What follows belongs to an exercise in optimizing a design on an open flow for small area, a short achievable clock period and few clock cycles per item; a production flow would make more cautious choices.
At most, simulation tests tie the RTL to the original design; equivalence was not proved.
Function not checked in runs 4 to 6: the RTL went through the layout flow alone.

## flow/run.sh

```bash
#!/bin/bash
# synth_recipe.tcl (not shown) runs the flow's synth.tcl, then flattens the netlist and writes it again
# the make line also repeats each setting of config.mk as NAME=value (left out here)
make -C /OpenROAD-flow-scripts/flow DESIGN_CONFIG=/design/flow/config.mk WORK_HOME=/design/flow/orfs CLKGATE_MAP_FILE= SYNTH_SCRIPT=/design/flow/synth_recipe.tcl finish
```

## flow/config.mk

```make
export PLATFORM = sky130hd
export DESIGN_NAME = rgb2hsv_clk
export DESIGN_NICKNAME = rgb2hsv_clk
export VERILOG_FILES = /design/flow/design.v
export SDC_FILE = /design/flow/constraint.sdc
export NUM_CORES = 4
export LEC_CHECK = 0
export CAP_MARGIN = 20
export CORE_MARGIN = 2
export CORE_UTILIZATION = 40
export SLEW_MARGIN = 20
```

## flow/constraint.sdc

```tcl
create_clock -name core_clock -period 8.0 [get_ports {pclk}]
set_input_delay 1.6000 -clock core_clock [delete_from_list [all_inputs] [get_ports {pclk}]]
set_output_delay 1.6000 -clock core_clock [all_outputs]
set_load 0.01 [all_outputs]
```

## flow/design.v

```verilog
module hsv_front (
    input  [23:0] rgb,
    output [7:0]  max,
    output [7:0]  d,
    output [7:0]  x,
    output [1:0]  sel,    
    output        neg     
);
    wire [7:0] r = rgb[23:16];
    wire [7:0] g = rgb[15:8];
    wire [7:0] b = rgb[7:0];
    wire r_ge_g = r >= g;
    wire r_ge_b = r >= b;
    wire g_ge_b = g >= b;
    wire rmax = r_ge_g & r_ge_b;
    wire gmax = ~rmax & g_ge_b;
    assign max = rmax ? r : (gmax ? g : b);
    wire [7:0] min = (r <= g && r <= b) ? r : (g <= b ? g : b);
    assign d = max - min;
    assign x = rmax ? (g_ge_b ? g - b : b - g) :
               gmax ? (r_ge_b ? r - b : b - r) :
                      (r_ge_g ? r - g : g - r);
    assign sel = rmax ? 2'd0 : (gmax ? 2'd1 : 2'd2);
    assign neg = rmax ? ~g_ge_b : gmax ? r_ge_b & (r != b) : ~r_ge_g;
endmodule
module hsv_back (
    input  [7:0]  max,
    input  [7:0]  d,
    input  [7:0]  x,
    input  [1:0]  sel,
    input         neg,
    output [24:0] hsv
);
    reg [13:0] hr;
    reg [5:0]  hq;
    integer k;
    always @(*) begin
        hr = 14'd60 * x;
        for (k = 5; k >= 0; k = k - 1) begin
            hq[k] = 1'b0;
            if ((hr >> k) >= d) begin
                hr = hr - ({6'd0, d} << k);
                hq[k] = 1'b1;
            end
        end
    end
    reg [15:0] sr;
    reg [7:0]  sq;
    always @(*) begin
        sr = 16'd255 * d;
        for (k = 7; k >= 0; k = k - 1) begin
            sq[k] = 1'b0;
            if ((sr >> k) >= max) begin
                sr = sr - ({8'd0, max} << k);
                sq[k] = 1'b1;
            end
        end
    end
    wire nz = d != 8'd0;
    wire [8:0] base = sel == 2'd0 ? (neg ? 9'd360 : 9'd0) :
                      sel == 2'd1 ? 9'd120 : 9'd240;
    wire [8:0] h = neg ? base - {3'd0, hq} : base + {3'd0, hq};
    assign hsv = {nz ? h : 9'd0, nz ? sq : 8'd0, max};
endmodule
module rgb2hsv_clk (
    input pclk,
    input rst,  
    input enable,  
    input[23:0] RGB24,
    output[24:0] HSV25,
    output reg hsv_done
);
wire [7:0] f_max, f_d, f_x;
wire [1:0] f_sel;
wire       f_neg;
hsv_front u_front (
    .rgb(RGB24), .max(f_max), .d(f_d), .x(f_x), .sel(f_sel), .neg(f_neg)
);
reg [7:0] max_q, d_q, x_q;
reg [1:0] sel_q;
reg       neg_q;
always @(posedge pclk) begin
    max_q <= f_max;
    d_q   <= f_d;
    x_q   <= f_x;
    sel_q <= f_sel;
    neg_q <= f_neg;
    hsv_done <= enable & ~rst;
end
hsv_back u_back (
    .max(max_q), .d(d_q), .x(x_q), .sel(sel_q), .neg(neg_q), .hsv(HSV25)
);
endmodule
```

==> impl_summary.log, run 1 <==
INFO  metric crit_fanout = 6
INFO  metric synth.top_cells.by_area = sky130_fd_sc_hd__ha_1 22%, sky130_fd_sc_hd__fa_1 8.8%, sky130_fd_sc_hd__xnor2_1 5.2%, sky130_fd_sc_hd__o21ai_0 4.9%, sky130_fd_sc_hd__inv_1 4.8%
INFO  metric core_area = ~0.032 mm^2
INFO  metric post_drt_via_cell_ratio = 5.29
INFO  metric grt_max_degree = 37
INFO  metric post_route_cells_drive_above_1_share = 0.426
INFO  metric synth_fp_nets = 1981
INFO  metric initialDrtViolationCount = 599
INFO  metric run_status = failed layout checks
INFO  metric timing.hold.worst.start = rst
INFO  metric fp.dieH = 183 um
INFO  metric timing.critical_path.slowest_stage_cell = sky130_fd_sc_hd__fa_2
INFO  metric setup-violations-final = 16
INFO  metric maxCapViolCount = 0
INFO  metric die_x = 183 um
INFO  metric post_cts_hold_fix_bufs = 0
INFO  metric synthesis.area = 0.0128 mm^2
INFO  metric asyncSetResetFlopFracSynth = 0
INFO  metric timing_max_transition_violations_final = 0
INFO  metric die_area = roughly 0.033 mm^2
INFO  metric cts.htree.levels = 1
INFO  metric routabilityCongestion = 0.953
INFO  metric fin_util = 0.665
INFO  metric yosysWarningCount = 2
INFO  metric ys_seq_area_frac = 0.0438
INFO  metric most_repeated_cell_in_the_gate_level_netlist_after_synthesis = sky130_fd_sc_hd__ha_1
INFO  metric finalCriticalPeriod = just over 20 ns
INFO  metric area.growth.synth_to_final = 64.1%
INFO  metric wl_per_cell = approximately 16 um
INFO  metric drt_drc_violations_left = 0
INFO  metric ioPinCount = 53
INFO  metric clock-sinks = 28
INFO  metric final_nets = around 2800
INFO  metric tritoncts_clock_tree = done
INFO  metric firstDrtPassIters = 5
INFO  metric synth_common_cells = 222 x sky130_fd_sc_hd__ha_1, 165 x sky130_fd_sc_hd__inv_1, 137 x sky130_fd_sc_hd__nand2_1, 125 x sky130_fd_sc_hd__o21ai_0, 116 x sky130_fd_sc_hd__a21oi_1
INFO  metric critical_path.endpoint_type = output pin
INFO  metric grt_pass1_vias = roughly 15000
INFO  metric worst_path_largest_cell_delay = around 0.60 ns
INFO  metric grt_first_pass_wirelength = between 70000 and 80000 um
INFO  metric timing.hold.ws = 1.85 ns
INFO  metric placed_cells_incl_taps = ~2600
INFO  metric netlist.top_cell.by_area = sky130_fd_sc_hd__ha_1
INFO  metric maxClockFrequency = approximately 0.05 GHz
INFO  metric synth.top_cell.area_share = 0.217
INFO  metric rsz0062_at_grt = yes
INFO  metric slew-limit-headroom = 0.210
INFO  metric dp_hpwl = approximately 34000 um
INFO  metric critical_path_arrival = about 19 ns
INFO  metric hold_viol = 0
INFO  metric violatedChecks = negative setup slack
INFO  metric track_usage = 0.259
INFO  metric final.setup.worst_slack = -12.29 ns
INFO  metric worst_ep_required_time = approximately 6.4 ns
INFO  metric dominantRegCellSynth = sky130_fd_sc_hd__dfxtp_1
INFO  metric cts_inserted_buffers = 3
INFO  metric postRouteWirelength = 45000 um
INFO  metric worst_setup_hold_path_clk_slew = approximately 0.07 ns
INFO  metric start_util = 0.405
INFO  metric drtAntennaViolNets = 0
INFO  metric place_ws = -12.55 ns
INFO  metric dr_total_vias = roughly 15000
INFO  metric insertedDiodeCount = 0
INFO  metric clk_root_buffer_cell = sky130_fd_sc_hd__clkbuf_16
INFO  metric worstSetupStartpoint = d_q[6]
INFO  metric timing.critical_path.mode_cell = sky130_fd_sc_hd__buf_4
INFO  metric tightest_slew = 1.19 ns
INFO  metric postSynthCellCount = between 1500 and 2000
INFO  metric synth.avg_cell_area = about 7.6 um^2
INFO  metric fin_cells = between 2000 and 3000
INFO  metric hold_path_class = in2reg
INFO  metric global_route.overflow_total = 0
INFO  metric path_class = reg2out
INFO  metric synth_cell_types = ~90
INFO  metric core.rowCount = 65
INFO  metric fillCellCount = between 2000 and 3000
INFO  metric cts_max_path_buffers = 2
INFO  metric buffer_ports.inserted = 52
INFO  metric start_kind = register
INFO  metric number_of_enable_flip_flop_cells_after_synthesis = 0
INFO  metric ys_seq_elements = 28
INFO  metric layout_worst_path_cycle_share = 2.54
INFO  metric antenna_found_initial = 0
## metrics by stage
step	area, um^2	setup TNS, ns
6_report	21000	-123.30
3_5_place_dp	18300	-128.76
5_1_grt	21000	-133.11
4_1_cts	20200	-117.89
2_1_floorplan	13300	-121.45
3_3_place_gp	18300	-123.74
## worst paths after layout
| kind | end | cells after the start |
|---|---|---|
| max | HSV25[8] | 108 |
| min | hsv_done | 2 |
## flip-flops by register name, summed over array words and instances, names as in the netlist
name and flops:
hsv_done 1, x_q 8, neg_q 1, sel_q 2, d_q 8, max_q 8
## critical path: cells and delay by family, from the launching register on
family | cells | cell delay, ns
AOI/OAI and AO/OA | 37 | 5.42
xor gates and xnor gates | 1 | 0.14
adders and majority gates | 12 | 4.02
buffers and inverters | 25 | 2.92
DFF | 1 | 0.33
muxes | 5 | 1.51
and+or+nand+nor | 28 | 4.01
## cell type report
| cell class | count | area (um^2) | share of cell area |
|---|---|---|---|
| clock inverters | 1 | 30.0 | 0.00143 |
| inverters | 165 | 627 | 0.0299 |
| multi-input cells | 1453 | 12800 | 0.610 |
| clock buffers | 3 | 75.1 | 0.00358 |
| flip-flops and latches | 28 | 578 | 0.0275 |
| well taps | 402 | 503 | 0.0240 |
| repair buffers | 812 | 6370 | 0.304 |
## cells in the final DEF (no fill, tap or decap), types with 11 or more instances in the layout
master,synthesis,routed
sky130_fd_sc_hd__mux2_2,24,14
sky130_fd_sc_hd__o21bai_1,13,12
sky130_fd_sc_hd__nor3_1,28,21
sky130_fd_sc_hd__or2_2,12,11
sky130_fd_sc_hd__nor2b_1,57,48
sky130_fd_sc_hd__xnor2_1,76,66
sky130_fd_sc_hd__o21ai_1,5,26
sky130_fd_sc_hd__inv_2,0,14
sky130_fd_sc_hd__buf_6,1,48
sky130_fd_sc_hd__nand4_1,33,33
sky130_fd_sc_hd__inv_1,165,148
sky130_fd_sc_hd__buf_2,2,11
sky130_fd_sc_hd__buf_4,1,714
sky130_fd_sc_hd__mux2_4,2,12
sky130_fd_sc_hd__o21ai_0,125,86
sky130_fd_sc_hd__nor2_1,109,92
sky130_fd_sc_hd__nand3_1,25,22
sky130_fd_sc_hd__ha_1,222,195
sky130_fd_sc_hd__a21o_1,59,58
sky130_fd_sc_hd__a21oi_2,2,24
sky130_fd_sc_hd__ha_4,0,27
sky130_fd_sc_hd__fa_1,56,48
sky130_fd_sc_hd__nand2_1,137,130
sky130_fd_sc_hd__xor2_1,49,47
sky130_fd_sc_hd__clkdlybuf4s50_1,0,36
sky130_fd_sc_hd__o21a_1,14,14
sky130_fd_sc_hd__dfxtp_1,28,18
sky130_fd_sc_hd__a21oi_1,116,90
sky130_fd_sc_hd__nand2b_1,33,33
sky130_fd_sc_hd__mux2i_1,51,48
sky130_fd_sc_hd__o21ai_2,0,16
## layer usage
layer | track usage | up-vias | wire, um
li1 | - | 7554 | -
met2 | 0.487 | 352 | 23200
met1 | 0.311 | 7136 | 19200
met4 | 0.0925 | 0 | 1500
met3 | 0.0147 | 112 | 1170
met5 | 0 | - | 0
## cells by family after synthesis
kind of cell | synth area share
muxes | 0.0698
buffers and inverters | 0.0586
and+or+nand+nor | 0.205
xor gates and xnor gates | 0.0856
adders and majority gates | 0.305
AOI/OAI and AO/OA | 0.232
DFF | 0.0438
## what timing repair did
action,in CTS,in global routing
endpoints found under the setup margin,16,16
pin swaps,104,97
resized for setup,182,125
setup buffers,176,45
cloned,3,0
Testbench counts, summed over its fixed seeds: cycles 4,792, items 2,400.
==> run 2, diff against run 1 <==
==> flow/design.v (replaced) <==
module div_step #(
    parameter R = 8,
    parameter L = 8,
    parameter M1 = 0
) (
    input  [R+L-1:0] rq,       
    input  [R-1:0]   dv,       
    output [R+L-1:0] rq_next
);
    wire [R:0]   t    = rq[R+L-1:L-1];        
    wire [R+1:0] diff = {1'b0, t} + {2'b11, ~dv} + (M1 ? 1'b0 : 1'b1);    
    wire         ge   = ~diff[R+1];
    wire [R-1:0] rem  = ge ? diff[R-1:0] : t[R-1:0];
    assign rq_next = {rem, rq[L-2:0], ge};
endmodule
module rgb2hsv_clk (
    input pclk,
    input rst,  
    input enable,  
    input[23:0] RGB24,
    output[24:0] HSV25,
    output reg hsv_done
);
localparam LAST = 4'd9;
reg [23:0] rgb_q;
reg [3:0]  cnt;
reg [7:0]  vmax;      
reg [7:0]  dm1;       
reg [15:0] srq;       
reg [13:0] hrq;       
reg [1:0]  sel;       
reg        neg;       
always @(posedge pclk) begin
    rgb_q <= RGB24;
    if (rst) begin
        cnt <= 4'd0;
        hsv_done <= 1'b0;
    end else begin
        if (enable)
            cnt <= 4'd1;
        else if (cnt == LAST)
            cnt <= 4'd0;
        else if (cnt != 4'd0)
            cnt <= cnt + 4'd1;
        hsv_done <= cnt == LAST;
    end
end
wire [7:0] r = rgb_q[23:16];
wire [7:0] g = rgb_q[15:8];
wire [7:0] b = rgb_q[7:0];
wire r_ge_g = r >= g;
wire r_ge_b = r >= b;
wire g_ge_b = g >= b;
wire rmax = r_ge_g & r_ge_b;
wire gmax = ~rmax & g_ge_b;
wire [7:0] mx  = rmax ? r : (gmax ? g : b);
wire [7:0] mid = rmax ? (g_ge_b ? g : b) : gmax ? (r_ge_b ? r : b) : (r_ge_g ? r : g);
wire [7:0] mn  = rmax ? (g_ge_b ? b : g) : gmax ? (r_ge_b ? b : r) : (r_ge_g ? g : r);
wire [7:0] f_dm1 = mx + ~mn;
wire [7:0] f_x   = mid - mn;
wire [1:0] f_sel = rmax ? 2'd0 : (gmax ? 2'd1 : 2'd2);
wire f_neg = rmax ? ~g_ge_b : gmax ? r_ge_b & (r != b) : ~r_ge_g;
wire [15:0] s_next;
div_step #(.R(8), .L(8)) u_s (.rq(srq), .dv(vmax), .rq_next(s_next));
wire [13:0] h_next;
div_step #(.R(8), .L(6), .M1(1)) u_h (.rq(hrq), .dv(dm1), .rq_next(h_next));
wire [13:0] h60 = {hrq[7:0], 6'd0} - {4'd0, hrq[7:0], 2'd0};
wire [5:0]  hq = hrq[5:0];
wire [8:0]  base = sel == 2'd0 ? (neg ? 9'd360 : 9'd0) :
                   sel == 2'd1 ? 9'd120 : 9'd240;
wire [8:0]  hue = neg ? base - {3'd0, hq} : base + {3'd0, hq};
always @(posedge pclk) begin
    if (cnt == 4'd1) begin
        vmax <= mx;
        dm1  <= f_dm1;
        sel  <= f_sel;
        neg  <= f_neg;
        srq  <= {f_dm1, ~f_dm1};
        hrq  <= {6'd0, f_x};
    end else begin
        srq <= s_next;
        if (cnt == 4'd2)
            hrq <= h60;
        else if (cnt == LAST)
            hrq <= {5'd0, hue};
        else
            hrq <= h_next;
    end
end
wire nz = ~&dm1;
assign HSV25 = {hrq[8:0], srq[7:0] & {8{nz}}, vmax};
endmodule
--- a/flow/config.mk
+++ b/flow/config.mk
@@ -10,2 +10,3 @@
 export CORE_UTILIZATION = 40
+export SETUP_SLACK_MARGIN = 5.0
 export SLEW_MARGIN = 20
==> run 2 against run 1 <==
Compared with the run above: now clean on timing, DRC and antenna; final area decreased by 59%; utilization down 6.8 points; sequential share of layout area is 18 points higher; clock-buffer cell count grew 6; synthesized cell count is 59% lower; critical path type is now reg2reg; largest cell class unchanged.
==> impl_summary.log, run 2 <==
INFO  metric run_status = no timing/DRC/antenna violations
INFO  metric global_route.overflow_total = 0
INFO  metric synth.top_cells.by_area = sky130_fd_sc_hd__dfxtp_1 20%, sky130_fd_sc_hd__ha_1 14%, sky130_fd_sc_hd__edfxtp_1 10%, sky130_fd_sc_hd__xnor2_1 4.7%, sky130_fd_sc_hd__nor2_1 3.9%
INFO  metric maxClockFrequency = roughly 0.28 GHz
INFO  metric critical_path_arrival = around 3.8 ns
INFO  metric worst_ep_required_time = roughly 8.3 ns
INFO  metric synth.top_cell.area_share = 0.195
INFO  metric hold_viol = 0
INFO  metric netlist.top_cell.by_area = sky130_fd_sc_hd__dfxtp_1
INFO  metric largest_register = rgb_q
INFO  metric ys_seq_elements = 78
INFO  metric worstSetupStartpoint = rgb_q[9]
INFO  metric tritoncts_clock_tree = done
INFO  metric place_ws = 3.43 ns
INFO  metric worst_setup_hold_path_clk_slew = around 0.060 ns
INFO  metric slew-limit-headroom = 0.508
INFO  metric initialDrtViolationCount = approximately 390
INFO  metric setup_tns = 0 ns
INFO  metric synth.avg_cell_area = 8.57 um^2
INFO  metric ys_seq_area_frac = 0.296
INFO  metric buffer_ports.inserted = 52
INFO  metric die_area = between 0.015 and 0.02 mm^2
INFO  metric drtAntennaViolNets = 0
INFO  metric cts_max_path_buffers = 2
INFO  metric crit_fanout = 8
INFO  metric most_repeated_cell_in_the_gate_level_netlist_after_synthesis = sky130_fd_sc_hd__ha_1
INFO  metric r2r_setup_slack = about 4.5 ns
INFO  metric timing_max_transition_violations_final = 0
INFO  metric dp_hpwl = approximately 12000 um
INFO  metric asyncSetResetFlopFracSynth = 0
INFO  metric track_usage = 0.217
INFO  metric tightest_slew = approximately 0.74 ns
INFO  metric dominantRegCellSynth = sky130_fd_sc_hd__dfxtp_1
INFO  metric synth_common_cells = 66 x sky130_fd_sc_hd__ha_1, 62 x sky130_fd_sc_hd__nor2_1, 59 x sky130_fd_sc_hd__inv_1, 58 x sky130_fd_sc_hd__dfxtp_1, 50 x sky130_fd_sc_hd__nand2_1
INFO  metric critical_path.endpoint_type = register
INFO  metric synth_fp_nets = approximately 790
INFO  metric hold_path_class = reg2reg
INFO  metric worst_r2r_endpoint = hrq[7]
INFO  metric area.growth.synth_to_final = 46.1%
INFO  metric dr_total_vias = between 5000 and 6000
INFO  metric core.rowCount = between 40 and 50
INFO  metric grt_max_degree = 37
INFO  metric postSynthCellCount = ~700
INFO  metric routabilityCongestion = 0.903
INFO  metric start_kind = register
INFO  metric rsz0062_at_grt = yes
INFO  metric clk_root_buffer_cell = sky130_fd_sc_hd__clkbuf_16
INFO  metric whs_endpoint = srq[3]
INFO  metric cts_inserted_buffers = 9
INFO  metric clk-insertion-delay-late = 0.35 ns
INFO  metric worst_r2r_startpoint = rgb_q[9]
INFO  metric ioPinCount = 53
INFO  metric wl_per_cell = 18.2 um
INFO  metric number_of_enable_flip_flop_cells_after_synthesis = 20
INFO  metric synthesis.area = between 0.005 and 0.006 mm^2
INFO  metric core_area = approximately 0.015 mm^2
INFO  metric setup-violations-final = 0
INFO  metric start_util = 0.409
INFO  metric cts.htree.levels = 3
INFO  metric post_route_cells_drive_above_1_share = 0.369
INFO  metric firstDrtPassIters = 5
INFO  metric final.setup.worst_slack = roughly 4.5 ns
INFO  metric clock-sinks = 78
INFO  metric drt_drc_violations_left = 0
INFO  metric largest_register_ffs = 24
INFO  metric biggestRegsByFlops = rgb_q (24), srq (16), hrq (14)
INFO  metric layout_worst_path_cycle_share = 0.439
INFO  metric count_of_cells_along_the_worst_hold_path = 1
INFO  metric fp.dieH = between 100 and 150 um
INFO  metric post_drt_via_cell_ratio = around 5.7
INFO  metric ff2ff_path_depth = 15
INFO  metric path_class = reg2reg
INFO  metric yosysWarningCount = 1
INFO  metric maxCapViolCount = 0
INFO  metric finalCriticalPeriod = ~3.5 ns
INFO  metric antenna_found_initial = 0
INFO  metric post_cts_hold_fix_bufs = 0
INFO  metric layout.cells.most_common_list = 80 x sky130_fd_sc_hd__buf_4, 53 x sky130_fd_sc_hd__nor2_1, 47 x sky130_fd_sc_hd__inv_1
INFO  metric grt_pass1_vias = between 5000 and 6000
INFO  metric timing.hold.worst.start = srq[2]
INFO  metric die_x = approximately 130 um
INFO  metric clock-skew-final = a little over 0.006 ns
INFO  metric postRouteWirelength = roughly 18000 um
INFO  metric fillCellCount = about 1200
INFO  metric final_nets = just over 900
INFO  metric insertedDiodeCount = 0
INFO  metric grt_first_pass_wirelength = roughly 28000 um
INFO  metric synth_cell_types = between 70 and 80
INFO  metric layout.cells.most_common = sky130_fd_sc_hd__buf_4
run 2: how the worst max path moves through the flow:
stage	slack, ns	end	cells past startpoint
floorplan	4.70	srq[15]	17
global placement	3.59	srq[6]	13
detailed placement	3.43	srq[6]	13
CTS	4.56	srq[15]	16
global route	4.35	hrq[7]	15
finish	4.49	hrq[7]	15
run 2: per-stage QoR:
| step | hold WS, ns | std cells | instance area (um^2) | utilization |
|---|---|---|---|---|
| floorplan | 0.417 | 694 | 6260 | - |
| global placement | 0.433 | 895 | 6760 | 0.465 |
| detailed placement | 0.433 | 895 | 6760 | 0.465 |
| CTS | 0.450 | 962 | 7930 | 0.545 |
| global route | 0.478 | 1010 | 8680 | 0.597 |
| finish | 0.449 | 1010 | 8680 | 0.597 |
run 2: logic make-up after synthesis:
family	share of synthesized area
AOI/OAI and AO/OA	0.236
xor gates and xnor gates	0.0707
adders and majority gates	0.146
buffers and inverters	0.0676
DFF	0.296
muxes	0.0366
and+or+nand+nor	0.147
run 2: metal layers:
metal  up-vias  track usage  wire length, um
li1       2759            -                -
met1      2755        0.259             7560
met2       196        0.374             9330
met3        48       0.0425              807
met4         0        0.103              669
met5         -            0                0
run 2: layout make-up:
type	instances	area, um^2	share of cell area
tap	184	230	0.0265
multi-input combinational	521	4700	0.541
sequential	78	1840	0.212
inverter	59	236	0.0272
clock buffer	9	225	0.0259
timing repair buffer	152	1360	0.157
clock inverter	7	96.3	0.0111
run 2: worst max-delay path, stage by stage, from the launching register on:
cell	delay [ns]
sky130_fd_sc_hd__dfxtp_4	0.42
sky130_fd_sc_hd__inv_2	0.10
sky130_fd_sc_hd__ha_1	0.29
sky130_fd_sc_hd__nand2_1	0.05
sky130_fd_sc_hd__o21ai_1	0.19
sky130_fd_sc_hd__a21o_2	0.25
sky130_fd_sc_hd__nand3_1	0.17
sky130_fd_sc_hd__o22a_2	0.32
sky130_fd_sc_hd__o22ai_1	0.26
sky130_fd_sc_hd__a21oi_2	0.05
sky130_fd_sc_hd__ha_1	0.36
sky130_fd_sc_hd__and2_1	0.20
sky130_fd_sc_hd__a32oi_2	0.25
sky130_fd_sc_hd__o21ai_2	0.10
sky130_fd_sc_hd__o2111a_1	0.25
sky130_fd_sc_hd__nor3_2	0.17
run 2: what timing repair did:
action	in CTS	in global routing
gates resized for setup	130	100
pin swaps	36	64
endpoints found under the setup margin	54	43
setup buffers	50	48
cloned	1	0
Testbench counts of run 2, summed over its fixed seeds: cycles 26,392, items 2,400.
==> run 3, diff against run 2 <==
--- a/flow/config.mk
+++ b/flow/config.mk
@@ -10,3 +10,2 @@
 export CORE_UTILIZATION = 40
-export SETUP_SLACK_MARGIN = 5.0
 export SLEW_MARGIN = 20
==> run 3 against run 2 <==
Compared with the run above: flip-flop and latch count unchanged; critical path depth down 1; still clean on timing, DRC and antenna; synthesized cell count unchanged; clock-buffer cell count up 1; worst hold slack better by 0.0024 ns; highest routed layer unchanged; register-to-register slack worse by 1.1 ns.
==> impl_summary.log, run 3 <==
INFO  metric run_status = no timing/DRC/antenna violations
INFO  metric layout.cells.most_common_list = 66 x sky130_fd_sc_hd__ha_1, 62 x sky130_fd_sc_hd__nor2_1, 59 x sky130_fd_sc_hd__inv_1
INFO  metric dominantRegCellSynth = sky130_fd_sc_hd__dfxtp_1
INFO  metric biggestRegsByFlops = rgb_q (24), srq (16), hrq (14)
INFO  metric initialDrtViolationCount = 349
INFO  metric slew-limit-headroom = 0.342
INFO  metric synth.avg_cell_area = about 8.6 um^2
INFO  metric layout_worst_path_cycle_share = 0.573
INFO  metric die_x = 126 um
INFO  metric post_cts_resize_count = 0
INFO  metric final_nets = 817
INFO  metric worst_ep_required_time = around 8.2 ns
INFO  metric clock-skew-final = 0.00553 ns
INFO  metric postSynthCellCount = 694
INFO  metric hold_viol = 0
INFO  metric clock-sinks = between 70 and 80
INFO  metric route.layer.met1.wl = 6720 um
INFO  metric synth.top_cell.area_share = 0.195
INFO  metric die_area = between 0.015 and 0.02 mm^2
INFO  metric grt_first_pass_wirelength = around 25000 um
INFO  metric asyncSetResetFlopFracSynth = 0
INFO  metric tritoncts_clock_tree = done
INFO  metric layout.cells.most_common = sky130_fd_sc_hd__ha_1
INFO  metric cts_max_path_buffers = 2
INFO  metric track_usage = 0.198
INFO  metric synth_cell_types = 74
INFO  metric rsz0062_at_grt = no
INFO  metric tightest_slew = ~1 ns
INFO  metric setup_tns = 0 ns
INFO  metric clk-insertion-delay-late = 0.34 ns
INFO  metric critical_path.endpoint_type = register
INFO  metric start_util = 0.409
INFO  metric finalCriticalPeriod = about 4.6 ns
INFO  metric synthesis.area = roughly 0.006 mm^2
INFO  metric top_layer = met4
INFO  metric maxClockFrequency = 0.218 GHz
INFO  metric setup-violations-final = 0
INFO  metric maxCapViolCount = 0
INFO  metric cts_inserted_buffers = 9
INFO  metric drtAntennaViolNets = 0
INFO  metric post_route_cells_drive_above_1_share = 0.0688
INFO  metric firstDrtPassIters = 5
INFO  metric path_class = reg2reg
INFO  metric core_area = roughly 0.015 mm^2
INFO  metric buffer_ports.inserted = 52
INFO  metric grt_pass1_vias = ~5000
INFO  metric grt_max_degree = 37
INFO  metric yosysWarningCount = 1
INFO  metric number_of_enable_flip_flop_cells_after_synthesis = 20
INFO  metric post_cts_hold_fix_bufs = 0
INFO  metric ioPinCount = 53
INFO  metric fp.dieH = about 130 um
INFO  metric core.rowCount = 44
INFO  metric largest_register_ffs = 24
INFO  metric clk_root_buffer_cell = sky130_fd_sc_hd__clkbuf_16
INFO  metric netlist.top_cell.by_area = sky130_fd_sc_hd__dfxtp_1
INFO  metric ys_seq_area_frac = 0.296
INFO  metric most_repeated_cell_in_the_gate_level_netlist_after_synthesis = sky130_fd_sc_hd__ha_1
INFO  metric crit_fanout = 21
INFO  metric dp_hpwl = roughly 12000 um
INFO  metric post-cts-setup-buffers = 0
INFO  metric largest_register = rgb_q
INFO  metric synth.top_cells.by_area = sky130_fd_sc_hd__dfxtp_1 20%, sky130_fd_sc_hd__ha_1 14%, sky130_fd_sc_hd__edfxtp_1 10%, sky130_fd_sc_hd__xnor2_1 4.7%, sky130_fd_sc_hd__nor2_1 3.9%
INFO  metric post_drt_via_cell_ratio = around 5.7
INFO  metric synth_fp_nets = between 700 and 800
INFO  metric drt_drc_violations_left = 0
INFO  metric worst_setup_hold_path_clk_slew = roughly 0.06 ns
INFO  metric wl_per_cell = between 15 and 20 um
INFO  metric area.growth.synth_to_final = 14.7%
INFO  metric start_kind = register
INFO  metric insertedDiodeCount = 0
INFO  metric routed-wl-met3 = roughly 800 um
INFO  metric global_route.overflow_total = 0
INFO  metric dr_total_vias = around 5200
INFO  metric ys_seq_elements = just under 80
INFO  metric synth_common_cells = 66 x sky130_fd_sc_hd__ha_1, 62 x sky130_fd_sc_hd__nor2_1, 59 x sky130_fd_sc_hd__inv_1, 58 x sky130_fd_sc_hd__dfxtp_1, 50 x sky130_fd_sc_hd__nand2_1
INFO  metric postRouteWirelength = roughly 15000 um
INFO  metric cts.htree.levels = 3
INFO  metric routed-wl-met2 = around 7400 um
INFO  metric routabilityCongestion = around 1.0
INFO  metric critical_path_arrival = 4.81 ns
INFO  metric antenna_found_initial = 0
INFO  metric timing_max_transition_violations_final = 0
INFO  metric hold_path_class = reg2reg
INFO  metric fillCellCount = around 1400
## run 3: cell types whose count changed in the layout (fill, tap and decap cells not counted), sizes merged
| cell | before | now |
|---|---|---|
| clkbuf | 13 | 10 |
| o21ai | 38 | 37 |
| buf | 104 | 2 |
| clkinvlp | 0 | 1 |
| dlygate4sd2 | 1 | 0 |
| clkdlybuf4s50 | 43 | 52 |
| bufinv | 2 | 1 |
| clkinv | 4 | 3 |
## run 3: kinds of logic (layout without fill, tap and decap cells)
group,after synthesis,in the layout,synth area share
xor gates and xnor gates,48,48,0.0707
buffers and inverters,96,129,0.0676
DFF,78,78,0.296
AOI/OAI and AO/OA,200,200,0.236
and+or+nand+nor,184,184,0.147
adders and majority gates,68,68,0.146
muxes,20,20,0.0366
## run 3: worst paths after layout
check | cells after the start | from | slack, ns | endpoint
max | 14 | rgb_q[1] | 3.42 | srq[6]
min | 1 | srq[1] | 0.45 | srq[2]
max reg2reg | 14 | rgb_q[1] | 3.42 | srq[6]
min reg2reg | 1 | srq[1] | 0.45 | srq[2]
## run 3: critical path, cell delays in order (launching register included)
cell and delay, ns:
sky130_fd_sc_hd__dfxtp_1 0.55, sky130_fd_sc_hd__inv_1 0.19, sky130_fd_sc_hd__ha_1 0.34, sky130_fd_sc_hd__nor2b_1 0.14, sky130_fd_sc_hd__o211ai_2 0.19, sky130_fd_sc_hd__a31oi_2 0.21
sky130_fd_sc_hd__o21ai_2 0.70, sky130_fd_sc_hd__o21ai_0 0.32, sky130_fd_sc_hd__a222oi_1 0.52, sky130_fd_sc_hd__inv_1 0.09, sky130_fd_sc_hd__ha_1 0.23, sky130_fd_sc_hd__o21ai_0 0.22
sky130_fd_sc_hd__a31oi_2 0.17, sky130_fd_sc_hd__mux2_2 0.31, sky130_fd_sc_hd__a211o_1 0.27
## run 3: through the flow
stage / hold slack, ns / std cells / util / instance area (um^2) / setup slack [ns]
finish: 0.451 / 911 / 0.469 / 6820 / 3.42
global route: 0.462 / 911 / 0.469 / 6820 / 3.07
CTS: 0.452 / 911 / 0.469 / 6820 / 3.48
detailed placement: 0.434 / 895 / 0.449 / 6530 / 3.52
global placement: 0.437 / 895 / 0.449 / 6530 / 3.58
floorplan: 0.417 / 694 / - / 5940 / 4.10
## run 3: final cells by class
cell class,count,area [um^2],share of cell area
tap,184,230,0.0338
sequential,78,1760,0.258
timing repair buffer,54,536,0.0785
multi-input combinational,520,3780,0.554
inverter,59,221,0.0325
clock buffer,10,229,0.0336
clock inverter,6,61.3,0.00899
## run 3: layer usage
layer | global-route usage | vias up
li1 | - | 2549
met1 | 0.242 | 2442
met2 | 0.338 | 163
met3 | 0.0433 | 34
met4 | 0.0802 | 0
met5 | 0 | -
==> run 4, diff against run 3 <==
--- a/flow/design.v
+++ b/flow/design.v
@@ -23,3 +23,3 @@
 );
-localparam LAST = 4'd9;
+localparam LAST = 4'd10;
 reg [23:0] rgb_q;
@@ -58,6 +58,6 @@
 wire [7:0] mn  = rmax ? (g_ge_b ? b : g) : gmax ? (r_ge_b ? b : r) : (r_ge_g ? g : r);
-wire [7:0] f_dm1 = mx + ~mn;
-wire [7:0] f_x   = mid - mn;
 wire [1:0] f_sel = rmax ? 2'd0 : (gmax ? 2'd1 : 2'd2);
 wire f_neg = rmax ? ~g_ge_b : gmax ? r_ge_b & (r != b) : ~r_ge_g;
+wire [7:0] f_dm1 = vmax + ~srq[15:8];
+wire [7:0] f_x   = srq[7:0] - srq[15:8];
 wire [15:0] s_next;
@@ -74,16 +74,19 @@
         vmax <= mx;
-        dm1  <= f_dm1;
         sel  <= f_sel;
         neg  <= f_neg;
+        srq  <= {mn, mid};
+    end else if (cnt == 4'd2) begin
+        dm1  <= f_dm1;
         srq  <= {f_dm1, ~f_dm1};
-        hrq  <= {6'd0, f_x};
     end else begin
         srq <= s_next;
-        if (cnt == 4'd2)
-            hrq <= h60;
-        else if (cnt == LAST)
-            hrq <= {5'd0, hue};
-        else
-            hrq <= h_next;
     end
+    if (cnt == 4'd2)
+        hrq <= {6'd0, f_x};
+    else if (cnt == 4'd3)
+        hrq <= h60;
+    else if (cnt == LAST)
+        hrq <= {5'd0, hue};
+    else
+        hrq <= h_next;
 end
--- a/flow/config.mk
+++ b/flow/config.mk
@@ -10,2 +10,3 @@
 export CORE_UTILIZATION = 40
+export SETUP_SLACK_MARGIN = 4.5
 export SLEW_MARGIN = 20
==> run 4 against run 3 <==
Compared with the run above: synthesized area fell by 4.1%; flip-flop and latch count did not move; register-to-register slack improved by 1.4 ns; clock-buffer cell count rose by 1; largest cell class unchanged; critical path depth fell by 10; worst hold slack improved by 0.053 ns; clock skew barely moved; final cell count fell by 2.7%; utilization rose by 0.59 points.
==> impl_summary.log, run 4 <==
INFO  metric run_status = no timing/DRC/antenna violations
INFO  metric worst_setup_hold_path_clk_slew = roughly 0.06 ns
INFO  metric largest_register_ffs = 24
INFO  metric layout_worst_path_cycle_share = 0.412
INFO  metric hold_viol = 0
INFO  metric insertedDiodeCount = 0
INFO  metric hold_path_class = reg2reg
INFO  metric timing.critical_path.slowest_stage_cell = sky130_fd_sc_hd__clkdlybuf4s50_1
INFO  metric tritoncts_clock_tree = done
INFO  metric start_util = 0.411
INFO  metric cts.htree.levels = 3
INFO  metric start_kind = register
INFO  metric biggestRegsByFlops = rgb_q (24), srq (16), hrq (14)
INFO  metric cp_cell_sequence = nand4_1 -> nor2_4 -> nor2b_1 -> clkdlybuf4s50_1
INFO  metric antenna_found_initial = 0
INFO  metric synthesis.area = roughly 0.0057 mm^2
INFO  metric synth.top_cells.by_area = sky130_fd_sc_hd__dfxtp_1 20%, sky130_fd_sc_hd__ha_1 15%, sky130_fd_sc_hd__edfxtp_1 11%, sky130_fd_sc_hd__a21oi_1 5.1%, sky130_fd_sc_hd__xnor2_1 5.1%
INFO  metric rsz0062_at_grt = no
INFO  metric track_usage = 0.194
INFO  metric asyncSetResetFlopFracSynth = 0
INFO  metric dominantRegCellSynth = sky130_fd_sc_hd__dfxtp_1
INFO  metric routabilityCongestion = 0.837
INFO  metric path_class = reg2out
INFO  metric cts_max_path_buffers = 2
INFO  metric yosysWarningCount = 1
INFO  metric clk-insertion-delay-late = 0.34 ns
INFO  metric top_layer = met4
INFO  metric slew-limit-headroom = 0.316
INFO  metric synth_fp_nets = about 760
INFO  metric fin_cells = around 890
INFO  metric routed-wl-met2 = ~6800 um
INFO  metric maxClockFrequency = just over 0.3 GHz
INFO  metric drtAntennaViolNets = 0
INFO  metric cts_inserted_buffers = 9
INFO  metric drt_drc_violations_left = 0
INFO  metric ys_seq_area_frac = 0.309
INFO  metric post_route_cells_drive_above_1_share = 0.0425
INFO  metric layout.cells.most_common_list = 70 x sky130_fd_sc_hd__nor2_1, 68 x sky130_fd_sc_hd__ha_1, 62 x sky130_fd_sc_hd__inv_1
INFO  metric finalCriticalPeriod = ~3.3 ns
INFO  metric setup-violations-final = 0
INFO  metric timing_max_transition_violations_final = 0
INFO  metric core.rowCount = 43
INFO  metric post_drt_via_cell_ratio = roughly 5.5
INFO  metric grt_first_pass_wirelength = ~23000 um
INFO  metric worst_path_largest_cell_delay = between 0.4 and 0.5 ns
INFO  metric synth_common_cells = 71 x sky130_fd_sc_hd__nor2_1, 68 x sky130_fd_sc_hd__ha_1, 62 x sky130_fd_sc_hd__inv_1, 58 x sky130_fd_sc_hd__a21oi_1, 58 x sky130_fd_sc_hd__dfxtp_1
INFO  metric timing.critical_path.buf_inv = 1
INFO  metric worst_ep_required_time = 6.40 ns
INFO  metric clk_root_buffer_cell = sky130_fd_sc_hd__clkbuf_16
INFO  metric final.setup.worst_slack = ~4.7 ns
INFO  metric route.layer.met1.wl = about 6200 um
INFO  metric ioPinCount = 53
INFO  metric wl_per_cell = roughly 16 um
INFO  metric ys_seq_elements = approximately 80
INFO  metric buffer_ports.inserted = 52
INFO  metric largest_register = rgb_q
INFO  metric clock-sinks = 78
INFO  metric global_route.overflow_total = 0
INFO  metric layout.cells.most_common = sky130_fd_sc_hd__nor2_1
INFO  metric most_repeated_cell_in_the_gate_level_netlist_after_synthesis = sky130_fd_sc_hd__nor2_1
INFO  metric die_area = roughly 0.015 mm^2
INFO  metric place_ws = about 4.7 ns
INFO  metric critical_path.endpoint_type = output pin
INFO  metric clock-skew-final = around 0.0058 ns
INFO  metric netlist.top_cell.by_area = sky130_fd_sc_hd__dfxtp_1
INFO  metric grt_pass1_vias = 4748
INFO  metric synth.top_cell.area_share = 0.204
INFO  metric fp.dieH = approximately 120 um
INFO  metric firstDrtPassIters = 5
INFO  metric number_of_enable_flip_flop_cells_after_synthesis = 20
INFO  metric critical_path_arrival = 1.70 ns
INFO  metric synth.avg_cell_area = between 8 and 9 um^2
INFO  metric post-cts-setup-buffers = 0
INFO  metric dr_total_vias = between 4000 and 5000
INFO  metric grt_max_degree = 32
INFO  metric final_nets = 800
INFO  metric core_area = 0.0139 mm^2
INFO  metric maxCapViolCount = 0
INFO  metric post_cts_hold_fix_bufs = 0
INFO  metric tightest_slew = 1.02 ns
INFO  metric setup_tns = 0 ns
INFO  metric synth_cell_types = 69
INFO  metric placed_cells_incl_taps = between 800 and 900
INFO  metric routed-wl-met3 = 673 um
INFO  metric area.growth.synth_to_final = 15.7%
INFO  metric die_x = 123 um
INFO  metric initialDrtViolationCount = 277
INFO  metric postRouteWirelength = between 10000 and 15000 um
INFO  metric crit_fanout = 8
INFO  metric postSynthCellCount = between 600 and 700
INFO  metric dp_hpwl = approximately 11000 um
INFO  metric critical_path.top_delay_family = simple AND/OR/NAND/NOR gates
[run 4: final timing paths]
check	from	end	slack [ns]	cells past startpoint
hold / removal	rgb_q[12]	srq[4]	0.50	2
setup / recovery	dm1[7]	HSV25[11]	4.70	4
hold reg to reg	rgb_q[12]	srq[4]	0.50	2
setup reg to reg	hrq[0]	hrq[7]	4.81	12
[run 4: layout make-up]
type,instances,area (um^2)
well taps,180,225
inverters,63,236
repair buffers,53,528
multi-input cells,496,3570
fillers,1330,7280
clock inverters,5,32.5
clock buffers,11,243
flip-flops and latches,78,1760
[run 4: cells by family (layout without fill, tap and decap cells)]
group,count (synthesis),after routing,synth area share
AOI/OAI and AO/OA,199,199,0.228
xor gates and xnor gates,42,42,0.0645
adders and majority gates,72,72,0.163
buffers and inverters,89,132,0.0671
DFF,78,78,0.309
muxes,17,17,0.0305
and+or+nand+nor,166,166,0.138
[run 4: timing repair]
action	in CTS	in global routing
setup endpoints to repair	8	14
gates resized for setup	1	2
endpoints found under the hold margin	0	0
[run 4: metal layers]
metal  GRT usage  up-vias
met4      0.0703        0
met3      0.0364       26
met1       0.237     2293
met5           0        -
met2       0.338      135
li1            -     2445
[run 4: worst min-delay path: stages (launching register included)]
cell and delay (ns):
sky130_fd_sc_hd__dfxtp_1 0.34, sky130_fd_sc_hd__nand2_1 0.07, sky130_fd_sc_hd__a21oi_1 0.05
[run 4: metrics by stage]
| step | hold slack [ns] | instance area [um^2] | util |
|---|---|---|---|
| after floorplan | 0.461 | 5700 | - |
| after detailed placement | 0.497 | 6310 | 0.454 |
| after CTS | 0.503 | 6590 | 0.474 |
| final | 0.504 | 6600 | 0.475 |
| after global routing | 0.519 | 6600 | 0.475 |
| after global placement | 0.498 | 6310 | 0.454 |
==> run 5, diff against run 4 <==
--- a/flow/design.v
+++ b/flow/design.v
@@ -7,2 +7,3 @@
     input  [R-1:0]   dv,       
+    input            qinv,
     output [R+L-1:0] rq_next
@@ -13,3 +14,3 @@
     wire [R-1:0] rem  = ge ? diff[R-1:0] : t[R-1:0];
-    assign rq_next = {rem, rq[L-2:0], ge};
+    assign rq_next = {rem, rq[L-2:0], ge ^ qinv};
 endmodule
@@ -32,2 +33,3 @@
 reg        neg;       
+reg        nz;        
 always @(posedge pclk) begin
@@ -63,10 +65,11 @@
 wire [15:0] s_next;
-div_step #(.R(8), .L(8)) u_s (.rq(srq), .dv(vmax), .rq_next(s_next));
+div_step #(.R(8), .L(8)) u_s (.rq(srq), .dv(vmax), .qinv(1'b0), .rq_next(s_next));
 wire [13:0] h_next;
-div_step #(.R(8), .L(6), .M1(1)) u_h (.rq(hrq), .dv(dm1), .rq_next(h_next));
+div_step #(.R(8), .L(6), .M1(1)) u_h (.rq(hrq), .dv(dm1), .qinv(neg), .rq_next(h_next));
 wire [13:0] h60 = {hrq[7:0], 6'd0} - {4'd0, hrq[7:0], 2'd0};
 wire [5:0]  hq = hrq[5:0];
-wire [8:0]  base = sel == 2'd0 ? (neg ? 9'd360 : 9'd0) :
-                   sel == 2'd1 ? 9'd120 : 9'd240;
-wire [8:0]  hue = neg ? base - {3'd0, hq} : base + {3'd0, hq};
+wire [8:0]  base = sel == 2'd0 ? (neg ? 9'd297 : 9'd0) :
+                   sel == 2'd1 ? (neg ? 9'd57 : 9'd120) :
+                                 (neg ? 9'd177 : 9'd240);
+wire [8:0]  hue = base + {3'd0, hq};
 always @(posedge pclk) begin
@@ -79,2 +82,3 @@
         dm1  <= f_dm1;
+        nz   <= ~&f_dm1;
         srq  <= {f_dm1, ~f_dm1};
@@ -92,3 +96,2 @@
 end
-wire nz = ~&dm1;
 assign HSV25 = {hrq[8:0], srq[7:0] & {8{nz}}, vmax};
==> run 5 against run 4 <==
Compared with the run above: still clean; synthesized cell count is 1.8% lower; worst setup slack better by 0.085 ns; maximum frequency grew 2.7%; flip-flop and latch count increased by 1; via count shrank 1.5%; clock-buffer cell count rose by 2; first-iteration DRC count up 3.2%; final area is 0.97% lower; register-to-register slack better by 0.27 ns; die area decreased by 1.2%; critical path type unchanged.
==> impl_summary.log, run 5 <==
INFO  metric run_status = no timing/DRC/antenna violations
INFO  metric track_usage = 0.202
INFO  metric fillCellCount = about 1300
INFO  metric die_x = roughly 120 um
INFO  metric worst_r2r_startpoint = cnt[3]
INFO  metric postSynthCellCount = roughly 650
INFO  metric ys_seq_area_frac = 0.316
INFO  metric post-cts-setup-buffers = 0
INFO  metric dp_hpwl = 11100 um
INFO  metric grt_pass1_vias = between 4000 and 5000
INFO  metric timing.critical_path.buf_inv = 1
INFO  metric asyncSetResetFlopFracSynth = 0
INFO  metric clock-sinks = between 70 and 80
INFO  metric start_util = 0.407
INFO  metric synth.top_cell.area_share = 0.210
INFO  metric worst_setup_hold_path_clk_slew = around 0.060 ns
INFO  metric fin_util = 0.472
INFO  metric netlist.top_cell.by_area = sky130_fd_sc_hd__dfxtp_1
INFO  metric insertedDiodeCount = 0
INFO  metric wl_per_cell = between 15 and 20 um
INFO  metric synth_cell_types = between 60 and 70
INFO  metric maxCapViolCount = 0
INFO  metric critical_path.endpoint_type = output pin
INFO  metric cp_cell_sequence = and2_1 -> clkdlybuf4s50_1
INFO  metric layout_worst_path_cycle_share = 0.402
INFO  metric hold_viol = 0
INFO  metric hold_path_class = reg2reg
INFO  metric worst_ep_required_time = approximately 6.4 ns
INFO  metric post_cts_resize_count = 0
INFO  metric cts_inserted_buffers = 9
INFO  metric finalCriticalPeriod = about 3.2 ns
INFO  metric synthesis.area = about 0.0056 mm^2
INFO  metric setup_tns = 0 ns
INFO  metric critical_path_arrival = 1.61 ns
INFO  metric worstSetupStartpoint = nz
INFO  metric crit_fanout = 8
INFO  metric initialDrtViolationCount = roughly 290
INFO  metric layout.cells.most_common = sky130_fd_sc_hd__ha_1
INFO  metric largest_register_ffs = 24
INFO  metric setup-violations-final = 0
INFO  metric ioPinCount = 53
INFO  metric tightest_slew = around 1.0 ns
INFO  metric timing_max_transition_violations_final = 0
INFO  metric yosysWarningCount = 1
INFO  metric firstDrtPassIters = 5
INFO  metric timing.critical_path.slowest_stage_cell = sky130_fd_sc_hd__clkdlybuf4s50_1
INFO  metric grt_first_pass_wirelength = 23700 um
INFO  metric layout.cells.most_common_list = 68 x sky130_fd_sc_hd__ha_1, 67 x sky130_fd_sc_hd__a21oi_1, 61 x sky130_fd_sc_hd__inv_1, 61 x sky130_fd_sc_hd__nor2_1, 59 x sky130_fd_sc_hd__dfxtp_1
INFO  metric synth_common_cells = 68 x sky130_fd_sc_hd__ha_1, 67 x sky130_fd_sc_hd__a21oi_1, 61 x sky130_fd_sc_hd__inv_1, 61 x sky130_fd_sc_hd__nor2_1, 59 x sky130_fd_sc_hd__dfxtp_1
INFO  metric maxClockFrequency = approximately 0.31 GHz
INFO  metric most_repeated_cell_in_the_gate_level_netlist_after_synthesis = sky130_fd_sc_hd__ha_1
INFO  metric critical_path.top_delay_family = buffers and inverters
INFO  metric number_of_enable_flip_flop_cells_after_synthesis = 20
INFO  metric final_nets = 791
INFO  metric die_area = approximately 0.015 mm^2
INFO  metric path_class = reg2out
INFO  metric antenna_found_initial = 0
INFO  metric final_area = 0.00653 mm^2
INFO  metric clk-insertion-delay-late = 0.36 ns
INFO  metric detailed_place.area = around 0.0062 mm^2
INFO  metric dominantRegCellSynth = sky130_fd_sc_hd__dfxtp_1
INFO  metric final.setup.worst_slack = between 4 and 5 ns
INFO  metric area.growth.synth_to_final = 16.0%
INFO  metric drtAntennaViolNets = 0
INFO  metric buffer_ports.inserted = 52
INFO  metric postRouteWirelength = between 10000 and 15000 um
INFO  metric routabilityCongestion = 0.896
INFO  metric rsz0062_at_grt = no
INFO  metric cts_max_path_buffers = 2
INFO  metric post_drt_via_cell_ratio = 5.50
INFO  metric place_ws = roughly 5.1 ns
INFO  metric cts.htree.levels = 3
INFO  metric area_of_the_multi_input_gates = 0.00348 mm^2
INFO  metric post_cts_hold_fix_bufs = 0
INFO  metric biggestRegsByFlops = rgb_q (24), srq (16), hrq (14)
INFO  metric synth.avg_cell_area = ~8.7 um^2
INFO  metric drt_drc_violations_left = 0
INFO  metric clock-skew-final = 0.00976 ns
INFO  metric largest_register = rgb_q
INFO  metric synth.top_cells.by_area = sky130_fd_sc_hd__dfxtp_1 21%, sky130_fd_sc_hd__ha_1 15%, sky130_fd_sc_hd__edfxtp_1 11%, sky130_fd_sc_hd__a21oi_1 6.0%, sky130_fd_sc_hd__inv_1 4.1%
INFO  metric tritoncts_clock_tree = done
INFO  metric grt_max_degree = 25
INFO  metric core.rowCount = 43
INFO  metric worst_path_largest_cell_delay = between 0.5 and 0.6 ns
INFO  metric global_route.overflow_total = 0
INFO  metric post_route_cells_drive_above_1_share = 0.0445
INFO  metric sequential_cell_area = 0.00178 mm^2
INFO  metric clk_root_buffer_cell = sky130_fd_sc_hd__clkbuf_16
INFO  metric synth_fp_nets = 750
INFO  metric dr_total_vias = between 4000 and 5000
INFO  metric timing.hold.worst.start = cnt[1]
INFO  metric fp.dieH = 123 um
INFO  metric ys_seq_elements = 79
INFO  metric start_kind = register
INFO  metric slew-limit-headroom = 0.318
INFO  metric core_area = ~0.014 mm^2
[run 5: cell families (layout without fill, tap and decap cells)]
group	after synthesis	in the layout	share of synthesized area
compound gates	211	211	0.246
xor+xnor	39	39	0.0607
fa+ha+maj	72	72	0.165
buf+inv	84	130	0.0653
flops	79	79	0.316
mux	10	10	0.0187
simple gates	156	156	0.128
[run 5: cell type report]
class,count,area share
Clock inverter,3,0.00709
Multi-Input combinational cell,488,0.533
Inverter,61,0.0351
Tap cell,180,0.0345
Sequential cell,79,0.273
Timing Repair Buffer,53,0.0808
Clock buffer,13,0.0368
[run 5: worst min-delay path: stages (launching register included)]
cell and delay [ns]:
sky130_fd_sc_hd__dfxtp_1 0.34, sky130_fd_sc_hd__nand3_1 0.08, sky130_fd_sc_hd__a21oi_1 0.06
[run 5: path summary, 6_finish.rpt]
path                            cells past startpoint  slack [ns]   endpoint
worst max-delay path                                2        4.79  HSV25[14]
worst min-delay path                                2        0.53     cnt[1]
worst max register to register                      6        5.08    srq[15]
worst min register to register                      2        0.53     cnt[1]
[run 5: layer usage]
metal / vias up / wire, um / track usage
met5: - / 0 / 0
met4: 0 / 294 / 0.0812
met3: 23 / 710 / 0.0404
met2: 137 / 7040 / 0.361
met1: 2247 / 6100 / 0.237
li1: 2418 / - / -
[run 5: per-stage QoR]
step / hold WS, ns / instances
CTS: 0.537 / 877
detailed placement: 0.530 / 861
global placement: 0.512 / 861
floorplan: 0.480 / 651
finish: 0.533 / 877
global route: 0.573 / 877
==> run 6, diff against run 5 <==
--- a/flow/config.mk
+++ b/flow/config.mk
@@ -10,3 +10,3 @@
 export CORE_UTILIZATION = 40
-export SETUP_SLACK_MARGIN = 4.5
+export SETUP_SLACK_MARGIN = 5.0
 export SLEW_MARGIN = 20
==> run 6 against run 5 <==
Compared with the run above: synthesized cell count is the same; via count grew 0.75%; clock skew shrank 0.0028 ns; register-to-register slack gained 0.13 ns; final area grew 0.98%; critical path depth grew 1; non-clock buffer count grew 5; first-iteration DRC count shrank 17%; critical path type unchanged.
==> impl_summary.log, run 6 <==
INFO  metric synth_common_cells = 68 x sky130_fd_sc_hd__ha_1, 67 x sky130_fd_sc_hd__a21oi_1, 61 x sky130_fd_sc_hd__inv_1, 61 x sky130_fd_sc_hd__nor2_1, 59 x sky130_fd_sc_hd__dfxtp_1
INFO  metric place_ws = 5.12 ns
INFO  metric clock-skew-final = about 0.007 ns
INFO  metric placed_cells_incl_taps = between 800 and 900
INFO  metric fp.dieH = 123 um
INFO  metric dp_hpwl = between 10000 and 15000 um
INFO  metric asyncSetResetFlopFracSynth = 0
INFO  metric critical_path_arrival = ~1.4 ns
INFO  metric buffer_ports.inserted = between 50 and 60
INFO  metric timing.critical_path.slowest_stage_cell = sky130_fd_sc_hd__edfxtp_1
INFO  metric setup-violations-final = 0
INFO  metric fin_cells = approximately 900
INFO  metric core_area = 0.0138 mm^2
INFO  metric ioPinCount = 53
INFO  metric yosys.area_share.adder = 0.165
INFO  metric grt_first_pass_wirelength = between 20000 and 25000 um
INFO  metric count_of_cells_along_the_worst_hold_path = 2
INFO  metric timing.hold.worst.start = cnt[1]
INFO  metric postRouteWirelength = 14200 um
INFO  metric track_usage = 0.203
INFO  metric final_nets = just under 800
INFO  metric die_area = approximately 0.015 mm^2
INFO  metric ys_seq_area_frac = 0.316
INFO  metric number_of_enable_flip_flop_cells_after_synthesis = 20
INFO  metric finalCriticalPeriod = around 3 ns
INFO  metric final_area = 0.00660 mm^2
INFO  metric post_drt_via_cell_ratio = roughly 5.5
INFO  metric cp_cell_sequence = buf_4 -> and2_1 -> dlygate4sd2_1
INFO  metric area.growth.synth_to_final = 17.1%
INFO  metric tightest_slew = 0.915 ns
INFO  metric clock-sinks = 79
INFO  metric clk_root_buffer_cell = sky130_fd_sc_hd__clkbuf_16
INFO  metric layout.cells.most_common_list = 68 x sky130_fd_sc_hd__ha_1, 67 x sky130_fd_sc_hd__a21oi_1, 61 x sky130_fd_sc_hd__inv_1
INFO  metric final.setup.worst_slack = ~5.0 ns
INFO  metric worst_r2r_endpoint = srq[15]
INFO  metric rsz0062_at_grt = yes
INFO  metric initialDrtViolationCount = 238
INFO  metric synth_cell_types = 69
INFO  metric yosys.area_share.simple = 0.128
INFO  metric largest_register_ffs = 24
INFO  metric tritoncts_clock_tree = done
INFO  metric cts_max_path_buffers = 2
INFO  metric hold_viol = 0
INFO  metric routabilityCongestion = approximately 0.9
INFO  metric fin_util = 0.477
INFO  metric cts_inserted_buffers = 9
INFO  metric r2r_setup_slack = between 5 and 6 ns
INFO  metric maxClockFrequency = 0.337 GHz
INFO  metric postSynthCellCount = 651
INFO  metric synth.top_cell.area_share = 0.210
INFO  metric synthesis.area = ~0.0056 mm^2
INFO  metric ys_seq_elements = about 80
INFO  metric grt_pass1_vias = between 4000 and 5000
INFO  metric netlist.top_cell.by_area = sky130_fd_sc_hd__dfxtp_1
INFO  metric start_util = 0.407
INFO  metric yosysWarningCount = 1
INFO  metric drtAntennaViolNets = 0
INFO  metric worst_r2r_startpoint = cnt[3]
INFO  metric clk-insertion-delay-late = roughly 0.35 ns
INFO  metric hold_path_class = reg2reg
INFO  metric timing.hold.ws = 0.531 ns
INFO  metric wl_per_cell = about 16 um
INFO  metric synth.top_cells.by_area = sky130_fd_sc_hd__dfxtp_1 21%, sky130_fd_sc_hd__ha_1 15%, sky130_fd_sc_hd__edfxtp_1 11%, sky130_fd_sc_hd__a21oi_1 6.0%, sky130_fd_sc_hd__inv_1 4.1%
INFO  metric cts.htree.levels = 3
INFO  metric worst_ep_required_time = 6.40 ns
INFO  metric die_x = ~120 um
INFO  metric crit_fanout = 2
INFO  metric worst_setup_hold_path_clk_slew = 0.06 ns
INFO  metric run_status = no timing/DRC/antenna violations
INFO  metric layout_worst_path_cycle_share = 0.371
INFO  metric biggestRegsByFlops = rgb_q (24), srq (16), hrq (14)
INFO  metric drt_drc_violations_left = 0
INFO  metric synth_fp_nets = 750
INFO  metric timing_max_transition_violations_final = 0
INFO  metric ff2ff_path_depth = 6
INFO  metric insertedDiodeCount = 0
INFO  metric maxCapViolCount = 0
INFO  metric fillCellCount = 1340
INFO  metric path_class = reg2out
INFO  metric detailed_place.area = ~0.0062 mm^2
INFO  metric critical_path.endpoint_type = output pin
INFO  metric dr_total_vias = between 4000 and 5000
INFO  metric global_route.overflow_total = 0
INFO  metric core.rowCount = 43
INFO  metric whs_endpoint = cnt[1]
INFO  metric synth_top_family_by_area = compound AO/OA/AOI/OAI gates
INFO  metric post_cts_hold_fix_bufs = 0
INFO  metric post_route_cells_drive_above_1_share = 0.0641
INFO  metric largest_register = rgb_q
INFO  metric synth_compound_area_frac = 0.246
INFO  metric firstDrtPassIters = 5
INFO  metric layout.cells.most_common = sky130_fd_sc_hd__ha_1
INFO  metric worst_path_largest_cell_delay = roughly 0.43 ns
INFO  metric start_kind = register
INFO  metric dominantRegCellSynth = sky130_fd_sc_hd__dfxtp_1
INFO  metric most_repeated_cell_in_the_gate_level_netlist_after_synthesis = sky130_fd_sc_hd__ha_1
INFO  metric grt_max_degree = 25
INFO  metric synth.avg_cell_area = around 8.7 um^2
INFO  metric synth.mux.area_fraction = 0.0187
INFO  metric yosys.area_share.xor_xnor = 0.0607
INFO  metric antenna_found_initial = 0
INFO  metric slew-limit-headroom = 0.389
INFO  metric setup_tns = 0 ns
## run 6: cell types whose count changed in the layout (fill, tap and decap cells not counted), moves of 4 or more
| cell | previous run | this run |
|---|---|---|
| sky130_fd_sc_hd__buf_4 | 1 | 5 |
| sky130_fd_sc_hd__dfxtp_1 | 59 | 52 |
| sky130_fd_sc_hd__clkdlybuf4s50_1 | 52 | 44 |
| sky130_fd_sc_hd__clkdlybuf4s15_1 | 0 | 4 |
| sky130_fd_sc_hd__dlygate4sd2_1 | 0 | 4 |
| sky130_fd_sc_hd__dfxtp_2 | 0 | 5 |
## run 6: area by class of cell
type / count / area [um^2] / share of cell area
multi-input cells: 488 / 3490 / 0.529
clock inverters: 3 / 46.3 / 0.00702
well taps: 180 / 225 / 0.0341
repair buffers: 58 / 573 / 0.0869
inverters: 61 / 229 / 0.0347
clock buffers: 13 / 240 / 0.0364
flip-flops and latches: 79 / 1800 / 0.272
## run 6: logic make-up after synthesis
kind of cell             Yosys count
AND/OR/NAND/NOR                  156
buffers and inverters             84
AO/OA/AOI/OAI                    211
multiplexers                      10
adder cells (fa/ha/maj)           72
XOR/XNOR                          39
flip-flops                        79
## run 6: routing by layer
| layer | global-route usage | wire length, um |
|---|---|---|
| met5 | 0 | 0 |
| met4 | 0.0783 | 339 |
| met3 | 0.0404 | 630 |
| met2 | 0.366 | 7100 |
| met1 | 0.236 | 6140 |
## run 6: timing repair
action,in CTS,in global routing
gates cloned,0,0
endpoints found under the setup margin,16,23
pin swaps,0,1
buffers inserted,3,2
gates resized for setup,16,7
## run 6: worst max-delay path by stage
stage                 start   endpoint  slack, ns  cells past startpoint
finish                   nz  HSV25[13]       5.03                      3
CTS                 vmax[3]   HSV25[3]       5.02                      1
floorplan            sel[1]     hrq[7]       5.54                     10
global placement         nz  HSV25[13]       5.14                      2
detailed placement   cnt[1]     dm1[7]       5.12                      5
global route             nz  HSV25[13]       4.99                      3
## run 6: critical path, delay by kind of cell, from the launching register on
| kind | cells | cell delay, ns |
|---|---|---|
| simple gates | 1 | 0.15 |
| buf+inv | 2 | 0.45 |
| flops | 1 | 0.43 |

==> what the ideal ports hide <==
No port has a modelled driver above. Below, the same layouts with a new extraction and two added sets of constraints. Step 1 assumes that a clkbuf_16 drives the clock port and a buf_2 every other input. Step 2 times the ports against the registers' clock, not the clock port: input delays grow and output delays shrink by t, the midpoint of the rising clock arrivals with the driver on. Slacks: ideal / step 1 / step 2; pairs: ideal / step 1.
run	t (ns)	slack for setup (ns)	hold WS [ns]	worst register clock-pin slew, ns
run 1	0.302	-12.289 / -12.323 / -12.021	1.853 / 1.843 / 2.145	0.07 / 0.07
run 2	0.384	4.487 / 4.487 / 4.487	0.449 / 0.449 / 0.449	0.06 / 0.06
run 3	0.378	3.418 / 3.418 / 3.418	0.451 / 0.451 / 0.451	0.06 / 0.06
run 4	0.377	4.700 / 4.657 / 4.806	0.504 / 0.504 / 0.504	0.06 / 0.06
run 5	0.391	4.786 / 4.746 / 5.083	0.533 / 0.533 / 0.533	0.06 / 0.06
run 6	0.387	5.033 / 4.994 / 5.206	0.531 / 0.531 / 0.531	0.06 / 0.06
